Context: an optimization exercise on an open-source flow, tuned for a short achievable clock period and few clock cycles. The choices shown serve that exercise and are no tape-out recipe.
Function not checked in this run: the RTL went through the layout flow alone.
No activity file was given, so power comes from the tool's default toggle rates.

==> flow/design.v <==
`timescale 1ns / 1ps
module RV32I_CORE (
    clk,
    rst_n,
    imem_addr_o,
    imem_data_i,
    dmem_addr_o,
    dmem_wdata_o,
    dmem_wstrb_o,
    dmem_re_o,
    dmem_rdata_i
);
    input           clk, rst_n;
    output [31:0]   imem_addr_o;
    input  [31:0]   imem_data_i;
    output [31:0]   dmem_addr_o, dmem_wdata_o;
    output [3:0]    dmem_wstrb_o;
    output          dmem_re_o;
    input  [31:0]   dmem_rdata_i;
    localparam [6:0] OP_LUI = 7'b0110111, OP_AUIPC = 7'b0010111, OP_JAL = 7'b1101111,
                     OP_JALR = 7'b1100111, OP_BR = 7'b1100011, OP_LD = 7'b0000011,
                     OP_ST = 7'b0100011, OP_IMM = 7'b0010011, OP_REG = 7'b0110011;
    reg  [31:0] pc;
    reg         d_valid, d_pred;
    reg  [31:0] d_inst, d_pc;
    reg         e_valid, e_br, e_jalr, e_ld, e_st, e_we, e_pred;
    reg         e_sub, e_sra;
    reg  [2:0]  e_f3;
    reg  [8:0]  e_sel;       
    reg  [4:0]  e_rd;
    reg  [31:0] e_a, e_b, e_c, e_alt;
    reg         fa_m, fa_x, fb_m, fb_x, fc_m, fc_x;
    reg         m_we, m_ld;
    reg  [2:0]  m_f3;
    reg  [4:0]  m_rd;
    reg  [31:0] m_res, m_wdata;
    reg         r_redir;
    reg  [31:0] r_tgt;
    reg  [3:0]  m_strb;
    reg         w_we, w_ld;
    reg  [2:0]  w_f3;
    reg  [4:0]  w_rd;
    reg  [31:0] w_res;
    reg         x_we;
    reg  [4:0]  x_rd;
    reg  [31:0] x_res;
    wire        stall, id_jal;
    wire [31:0] d_tgtj;
    assign imem_addr_o = pc;
    wire [31:0] f_inst = imem_data_i;
    wire        f_pred = (f_inst[6:0] == OP_BR) && f_inst[31];
    wire [12:0] f_offb = {f_inst[31], f_inst[7], f_inst[30:25], f_inst[11:8], 1'b0};
    wire [13:0] f_tlo  = {1'b0, pc[12:0]} + {1'b0, f_offb};
    wire [18:0] f_hm1  = pc[31:13] - 19'd1;
    wire [31:0] f_tgt  = {f_tlo[13] ? pc[31:13] : f_hm1, f_tlo[12:0]};
    wire [31:0] f_pc4  = pc + 32'd4;
    always @(posedge clk or negedge rst_n) begin
        if (!rst_n)
            pc <= 32'b0;
        else if (r_redir)
            pc <= r_tgt;
        else if (id_jal)
            pc <= d_tgtj;
        else if (stall)
            pc <= pc;
        else if (f_pred)
            pc <= f_tgt;
        else
            pc <= f_pc4;
    end
    wire flush_d = r_redir || id_jal;
    always @(posedge clk or negedge rst_n) begin
        if (!rst_n) begin
            d_valid <= 1'b0;
            d_pred  <= 1'b0;
            d_inst  <= 32'b0;
            d_pc    <= 32'b0;
        end else begin
            if (flush_d)
                d_valid <= 1'b0;
            else if (!stall)
                d_valid <= 1'b1;
            if (!stall) begin
                d_pred  <= f_pred;
                d_inst  <= f_inst;
                d_pc    <= pc;
            end
        end
    end
    wire [6:0] op  = d_inst[6:0];
    wire [4:0] rd  = d_inst[11:7];
    wire [2:0] f3  = d_inst[14:12];
    wire [4:0] rs1 = d_inst[19:15];
    wire [4:0] rs2 = d_inst[24:20];
    wire is_lui   = op == OP_LUI;
    wire is_auipc = op == OP_AUIPC;
    wire is_jal   = op == OP_JAL;
    wire is_jalr  = op == OP_JALR;
    wire is_br    = op == OP_BR;
    wire is_ld    = op == OP_LD;
    wire is_st    = op == OP_ST;
    wire is_imm   = op == OP_IMM;
    wire is_reg   = op == OP_REG;
    wire use1 = is_jalr | is_br | is_ld | is_st | is_imm | is_reg;
    wire use2 = is_br | is_st | is_reg;
    wire d_we = d_valid && (rd != 5'd0) &&
                (is_lui | is_auipc | is_jal | is_jalr | is_ld | is_imm | is_reg);
    wire [31:0] imm_i = {{20{d_inst[31]}}, d_inst[31:20]};
    wire [31:0] imm_s = {{20{d_inst[31]}}, d_inst[31:25], d_inst[11:7]};
    wire [31:0] imm_b = {{20{d_inst[31]}}, d_inst[7], d_inst[30:25], d_inst[11:8], 1'b0};
    wire [31:0] imm_u = {d_inst[31:12], 12'b0};
    wire [31:0] imm_j = {{12{d_inst[31]}}, d_inst[19:12], d_inst[20], d_inst[30:21], 1'b0};
    wire [31:0] d_pc4  = d_pc + 32'd4;
    wire [31:0] d_tgtb = d_pc + imm_b;
    assign      d_tgtj = d_pc + imm_j;
    wire [31:0] rf [0:31];
    assign rf[0] = 32'b0;
    genvar gi;
    generate
        for (gi = 1; gi < 32; gi = gi + 1) begin : g_rf
            reg [31:0] q;
            always @(posedge clk or negedge rst_n) begin
                if (!rst_n)
                    q <= 32'b0;
                else if (x_we && x_rd == gi)
                    q <= x_res;
            end
            assign rf[gi] = q;
        end
    endgenerate
    wire e1 = e_we && e_rd == rs1;
    wire e2 = e_we && e_rd == rs2;
    wire m1 = m_we && m_rd == rs1;
    wire m2 = m_we && m_rd == rs2;
    wire w1 = w_we && w_rd == rs1;
    wire w2 = w_we && w_rd == rs2;
    wire x1 = x_we && x_rd == rs1;
    wire x2 = x_we && x_rd == rs2;
    wire [31:0] v1 = (m1 && !m_ld) ? m_res :
                     (w1 && !w_ld) ? w_res :
                     x1            ? x_res : rf[rs1];
    wire [31:0] v2 = (m2 && !m_ld) ? m_res :
                     (w2 && !w_ld) ? w_res :
                     x2            ? x_res : rf[rs2];
    assign stall = d_valid && (
                   (use1 && ((e1 && e_ld) || (!e1 && m1 && m_ld))) ||
                   (use2 && ((e2 && e_ld) || (!e2 && m2 && m_ld))));
    wire n1_m = e1;                          
    wire n1_x = !e1 && !m1 && w1 && w_ld;    
    wire n2_m = e2;
    wire n2_x = !e2 && !m2 && w2 && w_ld;
    assign id_jal = d_valid && is_jal && !r_redir;
    wire        alu_op = is_reg | is_imm;
    wire        link   = is_jal | is_jalr;
    wire [8:0]  d_sel  = link ? 9'b1_0000_0000 :
                         alu_op ? {1'b0, f3 == 3'd7, f3 == 3'd6, f3 == 3'd5, f3 == 3'd4,
                                   f3 == 3'd3, f3 == 3'd2, f3 == 3'd1, f3 == 3'd0} :
                         9'b0_0000_0001;
    wire flush_e = r_redir || stall || !d_valid;
    always @(posedge clk or negedge rst_n) begin
        if (!rst_n) begin
            e_valid <= 1'b0; e_br <= 1'b0; e_jalr <= 1'b0;
            e_ld <= 1'b0; e_st <= 1'b0; e_we <= 1'b0;
        end else if (flush_e) begin
            e_valid <= 1'b0; e_br <= 1'b0; e_jalr <= 1'b0;
            e_ld <= 1'b0; e_st <= 1'b0; e_we <= 1'b0;
        end else begin
            e_valid <= 1'b1;
            e_br    <= is_br;
            e_jalr  <= is_jalr;
            e_ld    <= is_ld;
            e_st    <= is_st;
            e_we    <= d_we;
        end
    end
    always @(posedge clk or negedge rst_n) begin
        if (!rst_n) begin
            e_pred <= 1'b0; e_sub <= 1'b0; e_sra <= 1'b0;
            e_sel <= 9'b0; e_f3 <= 3'b0; e_rd <= 5'b0;
            e_a <= 32'b0; e_b <= 32'b0; e_c <= 32'b0; e_alt <= 32'b0;
            fa_m <= 1'b0; fa_x <= 1'b0; fb_m <= 1'b0; fb_x <= 1'b0;
            fc_m <= 1'b0; fc_x <= 1'b0;
        end else begin
            e_pred  <= d_pred;
            e_sub   <= is_reg && f3 == 3'b000 && d_inst[30];
            e_sra   <= d_inst[30];
            e_sel   <= d_sel;
            e_f3    <= f3;
            e_rd    <= rd;
            e_a     <= is_lui ? 32'b0 : is_auipc ? d_pc : v1;
            e_b     <= (is_reg | is_br) ? v2 :
                       is_st ? imm_s :
                       (is_lui | is_auipc) ? imm_u : imm_i;
            e_c     <= is_st ? v2 : d_pc4;
            e_alt   <= d_pred ? d_pc4 : d_tgtb;
            fa_m    <= use1 && n1_m;
            fa_x    <= use1 && n1_x;
            fb_m    <= (is_reg | is_br) && n2_m;
            fb_x    <= (is_reg | is_br) && n2_x;
            fc_m    <= is_st && n2_m;
            fc_x    <= is_st && n2_x;
        end
    end
    wire [31:0] a = fa_m ? m_res : fa_x ? x_res : e_a;
    wire [31:0] b = fb_m ? m_res : fb_x ? x_res : e_b;
    wire [31:0] c = fc_m ? m_res : fc_x ? x_res : e_c;
    wire [31:0] sum  = a + (e_sub ? ~b : b) + {31'b0, e_sub};
    wire        eq   = a == b;
    wire        ltu  = a < b;
    wire        lts  = (a[31] ^ b[31]) ? a[31] : ltu;
    wire [31:0] sll  = a << b[4:0];
    wire [31:0] sr   = $signed({e_sra & a[31], a}) >>> b[4:0];
    wire [31:0] ex_res = ({32{e_sel[0]}} & sum) |
                         ({32{e_sel[1]}} & sll) |
                         {31'b0, e_sel[2] & lts} |
                         {31'b0, e_sel[3] & ltu} |
                         ({32{e_sel[4]}} & (a ^ b)) |
                         ({32{e_sel[5]}} & sr) |
                         ({32{e_sel[6]}} & (a | b)) |
                         ({32{e_sel[7]}} & (a & b)) |
                         ({32{e_sel[8]}} & e_c);
    reg taken;
    always @(*) begin
        case (e_f3)
            3'b000: taken = eq;
            3'b001: taken = !eq;
            3'b100: taken = lts;
            3'b101: taken = !lts;
            3'b110: taken = ltu;
            3'b111: taken = !ltu;
            default: taken = 1'b0;
        endcase
    end
    wire ex_ok    = !r_redir;
    wire ex_redir = ex_ok && ((e_br && (taken != e_pred)) || e_jalr);
    reg [3:0]  st_strb;
    reg [31:0] st_data;
    always @(*) begin
        case (e_f3[1:0])
            2'b00: begin
                st_strb = 4'b0001 << sum[1:0];
                st_data = {4{c[7:0]}};
            end
            2'b01: begin
                st_strb = sum[1] ? 4'b1100 : 4'b0011;
                st_data = {2{c[15:0]}};
            end
            default: begin
                st_strb = 4'b1111;
                st_data = c;
            end
        endcase
    end
    always @(posedge clk or negedge rst_n) begin
        if (!rst_n) begin
            m_we <= 1'b0; m_ld <= 1'b0;
            m_f3 <= 3'b0; m_rd <= 5'b0;
            m_res <= 32'b0; m_wdata <= 32'b0; m_strb <= 4'b0;
            r_redir <= 1'b0; r_tgt <= 32'b0;
        end else begin
            m_we    <= e_we && ex_ok;
            m_ld    <= e_ld && ex_ok;
            m_f3    <= e_f3;
            m_rd    <= e_rd;
            m_res   <= ex_res;
            m_wdata <= st_data;
            m_strb  <= (e_st && ex_ok) ? st_strb : 4'b0000;
            r_redir <= ex_redir;
            r_tgt   <= e_jalr ? {sum[31:1], 1'b0} : e_alt;
        end
    end
    assign dmem_addr_o  = m_res;
    assign dmem_wdata_o = m_wdata;
    assign dmem_wstrb_o = m_strb;
    assign dmem_re_o    = m_ld;
    always @(posedge clk or negedge rst_n) begin
        if (!rst_n) begin
            w_we <= 1'b0; w_ld <= 1'b0; w_f3 <= 3'b0; w_rd <= 5'b0; w_res <= 32'b0;
        end else begin
            w_we  <= m_we;
            w_ld  <= m_ld;
            w_f3  <= m_f3;
            w_rd  <= m_rd;
            w_res <= m_res;
        end
    end
    wire [1:0]  off = w_res[1:0];
    wire [7:0]  lb  = off == 2'd0 ? dmem_rdata_i[7:0]   :
                      off == 2'd1 ? dmem_rdata_i[15:8]  :
                      off == 2'd2 ? dmem_rdata_i[23:16] : dmem_rdata_i[31:24];
    wire [15:0] lh  = off[1] ? dmem_rdata_i[31:16] : dmem_rdata_i[15:0];
    reg  [31:0] ldata;
    always @(*) begin
        case (w_f3)
            3'b000:  ldata = {{24{lb[7]}}, lb};
            3'b001:  ldata = {{16{lh[15]}}, lh};
            3'b100:  ldata = {24'b0, lb};
            3'b101:  ldata = {16'b0, lh};
            default: ldata = dmem_rdata_i;
        endcase
    end
    always @(posedge clk or negedge rst_n) begin
        if (!rst_n) begin
            x_we <= 1'b0; x_rd <= 5'b0; x_res <= 32'b0;
        end else begin
            x_we  <= w_we;
            x_rd  <= w_rd;
            x_res <= w_ld ? ldata : w_res;
        end
    end
endmodule
==> flow/constraint.sdc <==
create_clock -name core_clock -period 12.0 [get_ports {clk}]
set_input_delay 2.4000 -clock core_clock [delete_from_list [all_inputs] [get_ports {clk}]]
set_output_delay 2.4000 -clock core_clock [all_outputs]
set_load 0.01 [all_outputs]
==> flow/config.mk <==
export PLATFORM = sky130hd
export DESIGN_NAME = RV32I_CORE
export DESIGN_NICKNAME = RV32I_CORE
export VERILOG_FILES = /design/flow/design.v
export SDC_FILE = /design/flow/constraint.sdc
export NUM_CORES = 4
export LEC_CHECK = 0
export ABC_CLOCK_PERIOD_IN_PS = 3000
export CAP_MARGIN = 20
export CORE_MARGIN = 2
export CORE_UTILIZATION = 40
export SETUP_SLACK_MARGIN = 5
export SLEW_MARGIN = 20
==> flow/run.sh <==
#!/bin/bash
# synth_recipe.tcl (not shown) runs the flow's synth.tcl, then flattens the netlist and writes it again
# the make line also repeats each setting of config.mk as NAME=value (left out here)
make -C /OpenROAD-flow-scripts/flow DESIGN_CONFIG=/design/flow/config.mk WORK_HOME=/design/flow/orfs CLKGATE_MAP_FILE= SYNTH_SCRIPT=/design/flow/synth_recipe.tcl finish
==> results.txt <==
setup bufs post-CTS 0; ys flop type dfrtp_1; Routed WL 432000 µm; Nets 8089; setup TNS 0 ps; hold_sp m_f3[2]; final std cells w/o fill 10700; cell area after synthesis 0.0820 mm²; TritonCTS clock tree built; Synth-to-Final Area Change 12.5%; FF-to-FF path depth 10; Ys Warns 1; clock slew at reported path FFs 60 ps; # Max-Cap Violations 0; CTS H-tree depth 4; setup slack, reg-to-reg 6570 ps; Avg Cell Area, Syn 10.3 µm²; Final Hold Vio Count 0; total gr overflow 0; Max FO, Critical Path 18; Seq/Total Area, Yosys 0.440; die area 0.209 mm²; Hold Path Cell Cnt 0; vias in the first global route 72300; startpoint types register; Leak 42.1 nW; crit path max-delay cell type and2_2; Critical Path RT 12750 ps; synth top area cells dfrtp_1, mux2_2, a22oi_1, nand2_1, mux2i_1; max reg flops 992; global placer's final weighted congestion 1.06; post-route minimum period 5430 ps; Post-route DRC 0; largest net degree at the start of global routing 167; crit path kind register to register; crit-path cells nor3b_1 > and2_2 > buf_4 > a22oi_1 > nand2_1 > nor4_1 > a21oi_1 > o22ai_1 > o21ai_0 > o221a_2; Ports 167; drt wl/cell 40.4 µm; FP Rows 166; vias per cell 7.14; clk buf depth 3; worst-margin pin slew 1340 ps; initial core utilization 0.402; VDD IR-drop max 0.000166 V; count of final setup violators 0; slowest stage delay, CP 1060 ps; cell family with most CP delay compound AO/OA/AOI/OAI gates; Placeable Area 0.204 mm²; outcome complete, no violations; drt pass-1 iters 8; Power Dens Cells 166 mW/mm²; DRT iter0 DRCs 14000; Slew headroom 0.106; hold-critical path endpoint w_f3[2]; clock buffer count from CTS 165; Final ANT Viol Nets 0; Clk Latency, worst-skew pair 870 ps; Setup Skew 65.0 ps; Net Count, Synth 8241; Die X 457 µm; CTS Root Cell clkbuf_16; hold buffers post-CTS 0; Reg2Reg Launch Point d_inst[21]; Worst Hold Class register to register; Crit. End Element register; CP arrival 6180 ps; fraction of layout instances using a drive strength above 1 0.222; largest area contributor in the netlist dfrtp_1; DP Area 0.0864 mm²; number of antenna violations at the first check in global routing 45; Peak Freq 184 MHz; design area 0.0923 mm²; synthesized flop and latch total 1440; Yosys top cell area share 0.440; ys async rst share 1.00; die height 457 µm; Post-synth EDFFs 0; placed instance count 10400; Post-DP HPWL 276000 µm; via count 76200; Synth Instances 7985; first-pass GRT wire length 593000 µm; clock sinks 1440; Tot GR Track Use 0.402; worst path bufs/invs 1; Tcrit/Tclk final 0.452; Final Max Slew Viols 0; port bufs 166; setup repair after global routing missed its margin false; CTS resizes 0; Top reg by flops g_rf.q; synth unique cells 96; final hold slack 349 ps; R2R Path End e_b[25]
cells in the final DEF (no fill, tap or decap), drive strengths merged, types with 27 or more instances in the layout:
cell type and count:
dfrtp 1440, mux2 1059, a22oi 795, nand2 786, a21oi 399, nor2 328, mux2i 244, buf 243
o21ai 241, clkbuf 228, ha 186, clkdlybuf4s50 165, nand3 158, inv 154, xnor2 112, nor3 92
nand4 88, a22o 86, xor2 84, a221oi 82, o21a 72, and3 64, a222oi 60, and2 60
a21o 53, nor4 50, o211ai 48, clkinv 45, o31ai 40, nor2b 34, a31oi 34, o22ai 34
nand2b 27
through the flow:
step	util	power, mW	setup slack [ps]
2_1_floorplan	-	7.90	7280
3_3_place_gp	0.423	9.72	5980
3_5_place_dp	0.423	9.75	6090
4_1_cts	0.451	15.1	6820
5_1_grt	0.452	15.7	6450
6_report	0.452	15.3	6570
area by class of cell:
type	instances	area [µm²]
multi-input cells	5669	42800
clock inverters	75	980
inverters	149	562
clock buffers	228	4800
fillers	19200	112000
flip-flops and latches	1440	36100
repair buffers	408	3600
well taps	2688	3360
diodes	24	60.1
how the worst max path moves through the flow:
stage	start	endpoint	depth (start not counted)
after floorplan	imem_data_i[8]	pc[30]	13
after CTS	fb_x	r_tgt[28]	16
final	d_inst[21]	e_b[25]	10
after detailed placement	imem_data_i[8]	pc[30]	14
after global placement	imem_data_i[8]	pc[30]	14
after global routing	fb_x	r_tgt[18]	16
Yosys cell counts, types with 86 or more instances:
| cell | instances |
|---|---|
| clkbuf_1 | 428 |
| mux2i_1 | 244 |
| o21ai_0 | 224 |
| nand3_1 | 158 |
| nand4_1 | 88 |
| a22oi_1 | 795 |
| xnor2_1 | 112 |
| a22o_1 | 86 |
| inv_1 | 145 |
| dfrtp_1 | 1440 |
| buf_1 | 118 |
| ha_1 | 186 |
| nor3_1 | 90 |
| buf_2 | 163 |
| nand2_1 | 785 |
| a21oi_1 | 399 |
| mux2_2 | 1059 |
| nor2_1 | 327 |
power breakdown:
| group | switching (mW) | internal [mW] |
|---|---|---|
| logic | 2.34 | 1.29 |
| registers | 0.854 | 5.40 |
| clock network | 2.33 | 3.10 |
cells by family after synthesis:
family          synth area share
compound gates             0.187
xor+xnor                  0.0209
fa+ha+maj                 0.0294
buf+inv                   0.0435
flops                      0.440
mux                        0.178
simple gates               0.102
layer usage:
| layer | track usage | up-vias | wire, µm |
|---|---|---|---|
| met4 | 0.237 | 36 | 32300 |
| met2 | 0.533 | 6672 | 167000 |
| met5 | 0.00597 | - | 447 |
| li1 | - | 29400 | - |
| met3 | 0.188 | 1829 | 68600 |
| met1 | 0.528 | 38300 | 164000 |

-- re-timing with driven ports --
The results above use ideal ports. As a check the final layout listed here was re-extracted and re-timed, cells and wires unchanged.
Step 1, drivers: a clkbuf_16 drives clk and a buf_2 each remaining input, both assumed.
Step 2 adds t to the input delays and takes it off the output delays; t is the mean of the earliest and latest rising clock arrival at the registers after step 1. Input paths then give back, and output paths get back, about the clock's delay inside the block.
Three values: ideal, step 1, step 2; two values: the first two.
t (ns): 0.927
setup WS [ns]: 6.574 / 6.574 / 5.973
worst hold slack (ns): 0.349 / 0.349 / 0.349
clock arrival spread, ns: 0.078 / 0.078
After both steps this run still meets setup and hold. For this run, drivers alone change the setup slack by 0.000 ns; drivers and shift together by -0.601 ns.
